Source: an optimization exercise on an open RTL-to-GDS flow (aim: small area). Production flows keep margins and buffers that such runs may drop.
Only simulation tests tie the RTL to the original design; equivalence was not proved.
Power figures rest on the tool's default switching activity, not on a simulated workload.

File: run.sh
#!/bin/bash
# synth_recipe.tcl (not shown) runs the flow's synth.tcl, then flattens the netlist and writes it again
# the make line also repeats each setting of config.mk as NAME=value (left out here)
make -C /OpenROAD-flow-scripts/flow DESIGN_CONFIG=/design/flow/config.mk WORK_HOME=/design/flow/orfs CLKGATE_MAP_FILE= SYNTH_SCRIPT=/design/flow/synth_recipe.tcl finish
File: config.mk
export PLATFORM = sky130hd
export DESIGN_NAME = rgb_led
export DESIGN_NICKNAME = rgb_led
export VERILOG_FILES = /design/flow/design.v
export SDC_FILE = /design/flow/constraint.sdc
export NUM_CORES = 4
export LEC_CHECK = 0
export CAP_MARGIN = 20
export CORE_MARGIN = 2
export CORE_UTILIZATION = 60
export CTS_BUF_LIST = sky130_fd_sc_hd__clkbuf_4 sky130_fd_sc_hd__clkbuf_8
export GPL_TIMING_DRIVEN = 0
export PLACE_DENSITY = 0.7
export SLEW_MARGIN = 20
File: constraint.sdc
create_clock -name core_clock -period 5.0 [get_ports {clk}]
set_input_delay 1.0000 -clock core_clock [delete_from_list [all_inputs] [get_ports {clk}]]
set_output_delay 1.0000 -clock core_clock [all_outputs]
set_load 0.01 [all_outputs]
File: design.v
`default_nettype none
module led_rca #(parameter N = 8) (
	input [N-1:0] a,
	input [N-1:0] b,
	input ci,
	output [N-1:0] s,
	output co
);
	wire [N:0] c;
	assign c[0] = ci;
	genvar i;
	generate for (i = 0; i < N; i = i + 1) begin : g
		assign s[i] = a[i] ^ b[i] ^ c[i];
		assign c[i+1] = (a[i] & b[i]) | (c[i] & (a[i] ^ b[i]));
	end endgenerate
	assign co = c[N];
endmodule
module led_cycler(
	input clk,
	input rst,
	input tick,
	input rst_d,
	input tick_d,
	output [2:0] rgb
);
parameter SOFFSET = 0;
parameter SSTART = 0;
	localparam LO = 8;
	localparam HI = 16 - LO;
	localparam [16:0] FIRST_END = 17'd65536 - SOFFSET;
	reg [16:0] q;
	reg [1:0] ph;
	reg first;
	reg done;     
	wire [17:0] ic;
	wire [16:0] qinc;
	assign ic[0] = 1'b1;
	genvar i;
	generate for (i = 0; i < 17; i = i + 1) begin : ginc
		assign qinc[i] = q[i] ^ ic[i];
		assign ic[i+1] = q[i] & ic[i];
	end endgenerate
	reg [16:0] q_n;
	reg [1:0] ph_n;
	reg first_n;
	always @(*) begin
		q_n = q;
		ph_n = ph;
		first_n = first;
		if (rst_d) begin
			q_n = 17'd0;
			ph_n = SSTART;
			first_n = 1'b1;
		end else if (tick_d) begin
			if (done) begin
				q_n = 17'd0;
				ph_n = (ph == 2'd2) ? 2'd0 : ph + 2'd1;
				first_n = 1'b0;
			end else begin
				q_n = qinc;
			end
		end
	end
	always @(posedge clk) begin
		q <= q_n;
		ph <= ph_n;
		first <= first_n;
		done <= done_n;
	end
	wire chg = ~rst_d & tick_d & done;
	wire done_n = first_n ? (q_n == FIRST_END) : q_n[16];
	wire chg_n = ~rst & tick & done_n;
	reg [LO-1:0] u_lo, d_lo, z_lo;
	reg [HI-1:0] u_hi, d_hi, z_hi;
	reg cu_mid, cd_mid;
	wire [LO-1:0] su_lo, sd_lo;
	wire [HI-1:0] su_hi, sd_hi;
	wire cu_lo, cd_lo, cu, cd;
	led_rca #(LO) add_u_lo (u_lo, q_n[LO-1:0], 1'b0, su_lo, cu_lo);
	led_rca #(LO) add_d_lo (d_lo, ~q_n[LO-1:0], first_n, sd_lo, cd_lo);
	led_rca #(HI) add_u_hi (u_hi, q[15:LO], cu_mid, su_hi, cu);
	led_rca #(HI) add_d_hi (d_hi, ~q[15:LO], cd_mid, sd_hi, cd);
	wire lo_rot = chg_n;
	wire lo_run = ~rst & ~chg_n;
	wire lo_keep = ~rst & chg_n;
	wire hi_rot = chg;
	wire hi_run = ~rst_d & ~chg;
	wire hi_keep = ~rst_d & chg;
	always @(posedge clk) begin
		cu_mid <= cu_lo;
		cd_mid <= cd_lo;
		u_lo <= {LO{lo_keep}} & z_lo | {LO{lo_run}} & su_lo;
		d_lo <= {LO{lo_keep}} & su_lo | {LO{lo_run}} & sd_lo;
		z_lo <= {LO{lo_keep}} & sd_lo | {LO{lo_run}} & z_lo;
		u_hi <= {HI{hi_keep}} & z_hi | {HI{hi_run}} & su_hi;
		d_hi <= {HI{hi_keep}} & su_hi | {HI{hi_run}} & sd_hi;
		z_hi <= {HI{hi_keep}} & sd_hi | {HI{hi_run}} & z_hi;
	end
	wire zf = first & ~|q[15:0];
	wire ou = cu;
	wire od = cd & ~zf;
	wire r = (ph == 2'd1) ? ou : (ph == 2'd2) ? od : 1'b0;
	wire g = (ph == 2'd2) ? ou : (ph == 2'd0) ? od : 1'b0;
	wire b = (ph == 2'd0) ? ou : (ph == 2'd1) ? od : 1'b0;
	assign rgb = {b, g, r};
endmodule
module rgb_led(
	input  clk,
	input  rst,
	input  tick,
	output [10:0] ledc,
	output [2:0] leda
);
	reg rst_d, tick_d;
	always @(posedge clk) begin
		rst_d <= rst;
		tick_d <= tick;
	end
	wire [2:0] c0, c1, c2, c3, c4, c5, c6, c7, c8, c9, c10;
	led_cycler #(.SOFFSET(0),     .SSTART(0)) ledcyc0  (clk, rst, tick, rst_d, tick_d, c0);
	led_cycler #(.SOFFSET(17873), .SSTART(0)) ledcyc1  (clk, rst, tick, rst_d, tick_d, c1);
	led_cycler #(.SOFFSET(35746), .SSTART(0)) ledcyc2  (clk, rst, tick, rst_d, tick_d, c2);
	led_cycler #(.SOFFSET(53619), .SSTART(0)) ledcyc3  (clk, rst, tick, rst_d, tick_d, c3);
	led_cycler #(.SOFFSET(5957),  .SSTART(1)) ledcyc4  (clk, rst, tick, rst_d, tick_d, c4);
	led_cycler #(.SOFFSET(23830), .SSTART(1)) ledcyc5  (clk, rst, tick, rst_d, tick_d, c5);
	led_cycler #(.SOFFSET(41704), .SSTART(1)) ledcyc6  (clk, rst, tick, rst_d, tick_d, c6);
	led_cycler #(.SOFFSET(59577), .SSTART(1)) ledcyc7  (clk, rst, tick, rst_d, tick_d, c7);
	led_cycler #(.SOFFSET(11915), .SSTART(2)) ledcyc8  (clk, rst, tick, rst_d, tick_d, c8);
	led_cycler #(.SOFFSET(29788), .SSTART(2)) ledcyc9  (clk, rst, tick, rst_d, tick_d, c9);
	led_cycler #(.SOFFSET(47661), .SSTART(2)) ledcyc10 (clk, rst, tick, rst_d, tick_d, c10);
	wire [10:0] lcred = {c10[1], c9[1], c8[1], c7[1], c6[1], c5[1], c4[1], c3[1], c2[1], c1[1], c0[1]};
	wire [10:0] lcgrn = {c10[0], c9[0], c8[0], c7[0], c6[0], c5[0], c4[0], c3[0], c2[0], c1[0], c0[0]};
	wire [10:0] lcblu = {c10[2], c9[2], c8[2], c7[2], c6[2], c5[2], c4[2], c3[2], c2[2], c1[2], c0[2]};
	wire [10:0] ledir = lcred | {11{rst_d}};
	wire [10:0] ledig = lcgrn | {11{rst_d}};
	wire [10:0] ledib = lcblu | {11{rst_d}};
	reg [9:0] timer;
	reg [1:0] col;
	reg [10:0] led_out_latch;
	always @(posedge clk) begin
		if (rst) begin
			timer <= 0;
			col <= 2'd3;
			led_out_latch <= 0;
		end else begin
			timer <= timer + 1'b1;
			case (col)
				2'd3: col <= 2'd0;
				2'd0: if (timer == 0) col <= 2'd1;
				2'd1: if (timer == 0) col <= 2'd2;
				default: if (timer == 0) col <= 2'd0;
			endcase
			case (col)
				2'd1: begin
					led_out_latch[0] <= ledig[0];
					led_out_latch[1] <= ledig[1];
					led_out_latch[2] <= ledig[2];
					led_out_latch[3] <= ledig[3];
					led_out_latch[4] <= ledig[4];
					led_out_latch[5] <= ledig[5];
					led_out_latch[6] <= ledig[6];
					led_out_latch[7] <= ledir[7];
					led_out_latch[8] <= ledir[8];
					led_out_latch[9] <= ledig[9];
					led_out_latch[10] <= ledig[10];
				end
				2'd2: begin
					led_out_latch[0] <= ledib[0];
					led_out_latch[1] <= ledir[1];
					led_out_latch[2] <= ledib[2];
					led_out_latch[3] <= ledir[3];
					led_out_latch[4] <= ledib[4];
					led_out_latch[5] <= ledir[5];
					led_out_latch[6] <= ledir[6];
					led_out_latch[7] <= ledib[7];
					led_out_latch[8] <= ledib[8];
					led_out_latch[9] <= ledib[9];
					led_out_latch[10] <= ledib[10];
				end
				default: begin
					led_out_latch[0] <= ledir[0];
					led_out_latch[1] <= ledib[1];
					led_out_latch[2] <= ledir[2];
					led_out_latch[3] <= ledib[3];
					led_out_latch[4] <= ledir[4];
					led_out_latch[5] <= ledib[5];
					led_out_latch[6] <= ledib[6];
					led_out_latch[7] <= ledig[7];
					led_out_latch[8] <= ledig[8];
					led_out_latch[9] <= ledir[9];
					led_out_latch[10] <= ledir[10];
				end
			endcase
		end
	end
	assign ledc = led_out_latch;
	assign leda = {col == 2'd2, col == 2'd1, col[1] == col[0]};
endmodule  
==> results.json, run 1 <==
{
  "nets": 4837,
  "power_mw": 16.5,
  "drc": 0,
  "final_common_cell": "dfxtp_1",
  "synth_area_leaders": "dfxtp_1 (40%), fa_1 (17%), ha_1 (6.0%)",
  "grt_first_pass_wirelength_um": 169000,
  "num-fill-cells": 4667,
  "synth_flop_cell": "dfxtp_1",
  "clock_skew_ns": 0.0355,
  "core_area_um2": 65900,
  "drt_first_pass_iters": 5,
  "cts_tree": "done",
  "yosysSeqAreaShare_pct": 40.4,
  "ir_drop_v": 0.000279,
  "instances_no_fill": 5270,
  "worstMarginPinSlew_ns": 1.35,
  "grt_max_degree": 18,
  "tns_ns": 0,
  "dieHeight_um": 262,
  "postCtsHoldBufs": 0,
  "slew_headroom_pct": 10.3,
  "clk_latency_ns": 0.80,
  "powerDensity_nw_per_um2": 343,
  "syn2layout_area_growth_pct": 20.2,
  "path_class": "reg -> reg",
  "io_pins": 17,
  "synth_edf_count": 0,
  "cap_violations": 0,
  "final_cell_mix": "dfxtp_1 (791), inv_1 (487), nand2_1 (335)",
  "worstPathMaxFanout": 2,
  "hold_violations": 0,
  "yosysUniqueCellTypes": 76,
  "clkSinkCount": 806,
  "max_stage_delay_ns": 0.36,
  "synth_largest_area_cell": "dfxtp_1",
  "row_count": 94,
  "slowest_stage": "dfxtp_4",
  "wl_um": 109000,
  "drive_gt1_share_pct": 20.6,
  "yosysWarnings": 12,
  "synth_top_area_share_pct": 40.4,
  "avgSynthCellArea_um2": 10.0,
  "syn_nets": 4520,
  "worst_path_most_repeated_cell": "buf_4",
  "cts_buffers": 140,
  "slew_violations": 0,
  "cp_top_family": "adder cells",
  "dp_hpwl_um": 71900,
  "worstSetupStartpointType": "flip-flop",
  "via_count": 29913,
  "ant_nets": 0,
  "cts_buffer_depth": 3,
  "fmax_ghz": 0.203,
  "die_w_um": 262,
  "grt_pass1_vias": 30256,
  "outcome": "complete, no violations",
  "fp.dieArea_um2": 68700,
  "portBuffers": 16,
  "cts-root-buf": "clkbuf_8",
  "fin_util_pct": 72.9,
  "clkTransAtPathRegs_ns": 0.06,
  "hold_ws_ns": 0.437,
  "period_minus_slack_ns": 4.93,
  "start_util_pct": 60.7,
  "routedWlPerCell_um": 20.8,
  "gp_congestion": 0.894,
  "fin_crit_sh_pct": 98.6,
  "antenna_found_initial": 2,
  "p_leak_nw": 20.2,
  "synth_area_um2": 40000,
  "syn-instance-count": 3983,
  "ys_ff_latch": 806,
  "drt_iter0_markers": 2334,
  "path_buf_inv": 14,
  "setup_viol": 0,
  "min_path_type": "reg -> reg",
  "crit_path_end_kind": "flip-flop",
  "gr-total-overflow": 0,
  "cp.required_ns": 5.72,
  "grt_usage_pct": 32.2,
  "placed_cells": 4864,
  "vias_per_cell": 5.68,
  "arrival_ns": 5.65,
  "async_reset_ff_share_pct": 0,
  "htree_levels": 4
}
## synthesized netlist by cell type, types with 64 or more instances
master / number
a21oi_1: 140
ha_1: 193
mux2i_1: 168
clkbuf_1: 121
nor2_1: 269
nand3b_1: 64
a22o_1: 95
inv_1: 514
o21ai_0: 225
nand2_1: 351
nand2b_1: 93
fa_1: 341
dfxtp_1: 806
## final timing paths
check	start	endpoint	slack, ns	depth (start not counted)
setup reg to reg	ledcyc6.q[0]$_DFF_P_	ledcyc6.q[14]$_DFF_P_	0.07	30
setup / recovery	ledcyc6.q[0]$_DFF_P_	ledcyc6.q[14]$_DFF_P_	0.07	30
hold reg to reg	ledcyc7.z_hi[2]$_DFF_P_	ledcyc7.u_hi[2]$_DFF_P_	0.44	2
hold / removal	ledcyc7.z_hi[2]$_DFF_P_	ledcyc7.u_hi[2]$_DFF_P_	0.44	2
## stage by stage
stage | area [um^2] | worst slack, ns
floorplan | 40300 | -0.0761
global placement | 41500 | -2.26
detailed placement | 41500 | -2.35
CTS | 46800 | -0.118
global route | 48000 | -0.0806
finish | 48000 | 0.0703
## sequential cells by signal (all words and copies together), names as in the netlist, 10 cells and up
register / cells
ledcyc7.q: 17
ledcyc10.q: 17
ledcyc8.q: 17
ledcyc9.q: 17
ledcyc0.q: 17
ledcyc3.q: 17
ledcyc6.q: 17
ledcyc4.q: 17
led_out_latch: 11
ledcyc5.q: 17
ledcyc1.q: 17
timer: 10
ledcyc2.q: 17
## metal layers
metal,global-route usage (%),vias up,part of all wire [%]
met5,0,-,0
met4,14.4,0,4.4
met2,50.5,1106,45
li1,-,13908,-
met3,6.66,276,8.0
met1,43.2,14623,42
## repair_timing
action | CTS | global route
pin swaps | 80 | 82
setup buffers | 110 | 42
resized for setup | 350 | 254
gates cloned | 10 | 9
setup endpoints to repair | 278 | 265
## cell type report
| class | count | area (um^2) | share of cell area (%) |
|---|---|---|---|
| antenna | 1 | 2.50 | 0.00521 |
| buffer | 177 | 1680 | 3.49 |
| clock buffer | 231 | 2900 | 6.05 |
| clock inverter | 16 | 98.8 | 0.206 |
| inverter | 514 | 1940 | 4.03 |
| multi-input combinational | 2475 | 22400 | 46.5 |
| sequential | 806 | 16200 | 33.7 |
| tap | 864 | 1080 | 2.25 |
| timing repair buffer | 186 | 1810 | 3.76 |
## power by group
group	internal [mW]	switching, mW	total (mW)
clock network	3.65	2.74	6.39
logic	1.26	1.64	2.90
registers	6.95	0.259	7.21
## kinds of logic after synthesis
family | count (synthesis) | share of synthesized area [%]
muxes | 203 | 5.19
adders and majority gates | 534 | 23.1
buffers and inverters | 705 | 6.93
AOI/OAI and AO/OA | 681 | 11.3
and+or+nand+nor | 1036 | 12.7
DFF | 806 | 40.4
xor gates and xnor gates | 18 | 0.394
## worst reg2reg max path, delay by kind of cell (launching register included)
kind | cells | cell delay, ns
simple gates | 1 | 0.14
compound gates | 1 | 0.12
buf+inv | 14 | 1.75
fa+ha+maj | 14 | 2.49
flops | 1 | 0.36
==> run 2, diff against run 1 <==
--- a/config.mk
+++ b/config.mk
@@ -7,8 +7,7 @@
 export LEC_CHECK = 0
 export CAP_MARGIN = 20
 export CORE_MARGIN = 2
-export CORE_UTILIZATION = 60
-export CTS_BUF_LIST = sky130_fd_sc_hd__clkbuf_4 sky130_fd_sc_hd__clkbuf_8
+export CORE_UTILIZATION = 40
 export GPL_TIMING_DRIVEN = 0
-export PLACE_DENSITY = 0.7
+export PLACE_DENSITY = 0.6
 export SLEW_MARGIN = 20
==> run 2 against run 1 <==
  * Worst hold slack gained 0.012 ns
  * Sequential power is essentially flat
  * Final cell count grew 6.8%
  * Final area grew 1.9%
  * Count of clock-buffer cells in the layout shrank 98
  * Setup slack gained 0.029 ns
  * Synthesized cell count is the same
  * Critical path type unchanged
  * Largest cell class unchanged
==> results.json, run 2 <==
{
  "clk_latency_ns": 0.67,
  "period_minus_slack_ns": 4.90,
  "worstPathMaxFanout": 10,
  "fin_util_pct": 49.6,
  "place_ws_ns": -2.28,
  "path_class": "reg -> reg",
  "start_util_pct": 40.5,
  "synth_largest_area_cell": "dfxtp_1",
  "cts_buffers": 91,
  "yosysUniqueCellTypes": 76,
  "grt_max_degree": 20,
  "postCtsHoldBufs": 0,
  "setup_viol": 0,
  "cp.required_ns": 5.59,
  "fin_crit_sh_pct": 98.0,
  "yosysMostFrequentCell": "dfxtp_1",
  "clock_skew_ns": 0.0294,
  "p_leak_nw": 20.2,
  "synth_area_um2": 40000,
  "grt_pass1_vias": 29409,
  "drive_gt1_share_pct": 19.5,
  "avgSynthCellArea_um2": 10.0,
  "r2r_setup_slack_ns": 0.1,
  "power_mw": 17.3,
  "cts_buffer_depth": 3,
  "outcome": "complete, no violations",
  "reg2reg_depth": 19,
  "clkTransAtPathRegs_ns": 0.06,
  "r2r_start": "rst_d$_DFF_P_",
  "cts_tree": "done",
  "slew_headroom_pct": 21.4,
  "gp_congestion": 0.851,
  "yosysSeqAreaShare_pct": 40.4,
  "tns_ns": 0,
  "ant_nets": 0,
  "min_from": "timer[0]$_SDFF_PP0_",
  "row_count": 115,
  "swShare_pct": 27.5,
  "synth_flop_cell": "dfxtp_1",
  "hold_end": "timer[0]$_SDFF_PP0_",
  "worstSetupStartpointType": "flip-flop",
  "wl_um": 113000,
  "r2r_end": "ledcyc5.z_lo[7]$_DFF_P_",
  "hold_violations": 0,
  "gr-total-overflow": 0,
  "ir_drop_v": 0.000264,
  "antenna_found_initial": 4,
  "clkSinkCount": 806,
  "drt_iter0_markers": 2192,
  "drc": 0,
  "final_cell_mix": "dfxtp_1 (791), inv_1 (484), nand2_1 (337)",
  "slew_violations": 0,
  "io_pins": 17,
  "nets": 4801,
  "drt_first_pass_iters": 5,
  "async_reset_ff_share_pct": 0,
  "htree_levels": 3,
  "vias_per_cell": 5.21,
  "comb_power_share_pct": 17.1,
  "synth_common_cells": "dfxtp_1 (806), inv_1 (514), nand2_1 (351)",
  "whs_path_depth": 1,
  "grt_first_pass_wirelength_um": 174000,
  "yosysWarnings": 12,
  "synth_top_area_share_pct": 40.4,
  "synth_edf_count": 0,
  "ys_ff_latch": 806,
  "clock_power_share_pct": 41.2,
  "rsz0062_at_grt": "yes",
  "grt_usage_pct": 22.0,
  "syn_nets": 4520,
  "num-fill-cells": 8953,
  "worstMarginPinSlew_ns": 1.18,
  "fin_ws_ns": 0.0991,
  "via_count": 29299,
  "crit_start": "rst_d$_DFF_P_",
  "arrival_ns": 5.49,
  "fp.dieArea_um2": 102000,
  "syn-instance-count": 3983,
  "dp_hpwl_um": 75700,
  "powerDensity_nw_per_um2": 353,
  "die_w_um": 320,
  "dieHeight_um": 320,
  "power_frac_seq_pct": 41.7,
  "crit_path_end_kind": "flip-flop",
  "core_area_um2": 98700,
  "internal-power_mw": 12.5,
  "fmax_ghz": 0.204,
  "cts-root-buf": "clkbuf_16",
  "synth_area_leaders": "dfxtp_1 (40%), fa_1 (17%), ha_1 (6.0%)",
  "p_sw_mw": 4.75,
  "cap_violations": 0,
  "min_path_type": "reg -> reg",
  "routedWlPerCell_um": 20.0,
  "portBuffers": 16,
  "syn2layout_area_growth_pct": 22.5,
  "final_common_cell": "dfxtp_1"
}
-- run 2: what timing repair did --
item | in CTS | in global routing
resized for setup | 372 | 258
gates cloned | 16 | 6
endpoints found under the setup margin | 281 | 262
pin swaps | 77 | 92
buffers inserted | 103 | 68
-- run 2: worst max-delay path by stage --
stage | end | cells after the start | slack (ns)
floorplan | ledcyc4.z_lo[7]$_DFF_P_ | 22 | -0.08
global placement | ledcyc8.z_lo[7]$_DFF_P_ | 19 | -2.60
finish | ledcyc5.z_lo[7]$_DFF_P_ | 19 | 0.1
global route | ledcyc5.z_lo[7]$_DFF_P_ | 19 | -0.04
detailed placement | ledcyc4.z_lo[7]$_DFF_P_ | 18 | -2.28
CTS | ledcyc0.z_lo[7]$_DFF_P_ | 22 | -0.1
-- run 2: worst max-delay path, stage by stage, from the launching register on --
cell     delay [ns]
dfxtp_4        0.35
buf_12         0.14
buf_4          0.14
buf_8          0.15
buf_12         0.15
buf_12         0.14
a21o_4         0.20
fa_2           0.39
fa_2           0.41
fa_2           0.41
fa_2           0.41
fa_2           0.39
inv_2          0.07
fa_2           0.19
inv_2          0.05
fa_2           0.38
inv_2          0.06
fa_1           0.42
or2_4          0.24
a21oi_2        0.12
-- run 2: power by group through the flow --
stage	Combinational (mW)	Clock [mW]	Sequential, mW
after CTS	2.86	7.24	7.21
after floorplan	1.83	0	7.31
after global placement	2.60	0	7.33
after detailed placement	2.65	0	7.35
final	2.95	7.12	7.20
after global routing	3.34	7.51	7.26
-- run 2: kinds of logic after synthesis --
| kind of cell | after synthesis | synth area share [%] |
|---|---|---|
| fa+ha+maj | 534 | 23.1 |
| xor+xnor | 18 | 0.394 |
| flops | 806 | 40.4 |
| simple gates | 1036 | 12.7 |
| mux | 203 | 5.19 |
| compound gates | 681 | 11.3 |
| buf+inv | 705 | 6.93 |
-- run 2: routing by layer --
| metal | share of wire, % | wire [um] | global-route usage [%] | up-vias |
|---|---|---|---|---|
| met3 | 6.4 | 7230 | 3.63 | 226 |
| met5 | 0.012 | 13 | 0 | - |
| met4 | 3.8 | 4330 | 8.38 | 2 |
| met1 | 45 | 51200 | 30.8 | 14433 |
| met2 | 44 | 49800 | 34.0 | 836 |
| li1 | - | - | - | 13802 |
-- run 2: stage by stage --
step | area (um^2) | instances | hold WS (ns)
2_1_floorplan | 40300 | 3983 | 0.410
3_3_place_gp | 42000 | 5286 | 0.428
3_5_place_dp | 42100 | 5287 | 0.432
4_1_cts | 47500 | 5568 | 0.450
5_1_grt | 48900 | 5626 | 0.474
6_report | 48900 | 5628 | 0.449
-- run 2: area by class of cell --
cell class,instances,area (um^2),share of cell area [%]
clock inverters,35,474,0.969
well taps,1287,1610,3.29
plain buffers,171,1660,3.39
flip-flops and latches,806,16200,33.1
diodes,2,5.00,0.0102
inverters,514,1930,3.95
multi-input cells,2475,22400,45.8
clock buffers,133,2720,5.55
repair buffers,205,1950,3.98

separate check: timing with driven ports:
Ports are ideal in the flow. The routed layouts listed here were re-timed in OpenROAD.
Step 1 assumes that a clkbuf_16 drives the clock port and a buf_2 every other input.
Step 2 times the ports against the registers' clock, not the clock port: input delays grow and output delays shrink by t, the midpoint of the rising clock arrivals with the driver on.
a / b / c = ideal / step 1 / step 2; a / b = the first two.
run	t, ns	setup slack, ns	clock arrival spread, ns	worst register clock-pin slew, ns
run 1	0.843	0.070 / 0.070 / 0.070	0.036 / 0.036	0.06 / 0.06
run 2	0.725	0.099 / 0.099 / 0.099	0.029 / 0.030	0.07 / 0.07
After both steps every run listed still meets setup and hold.
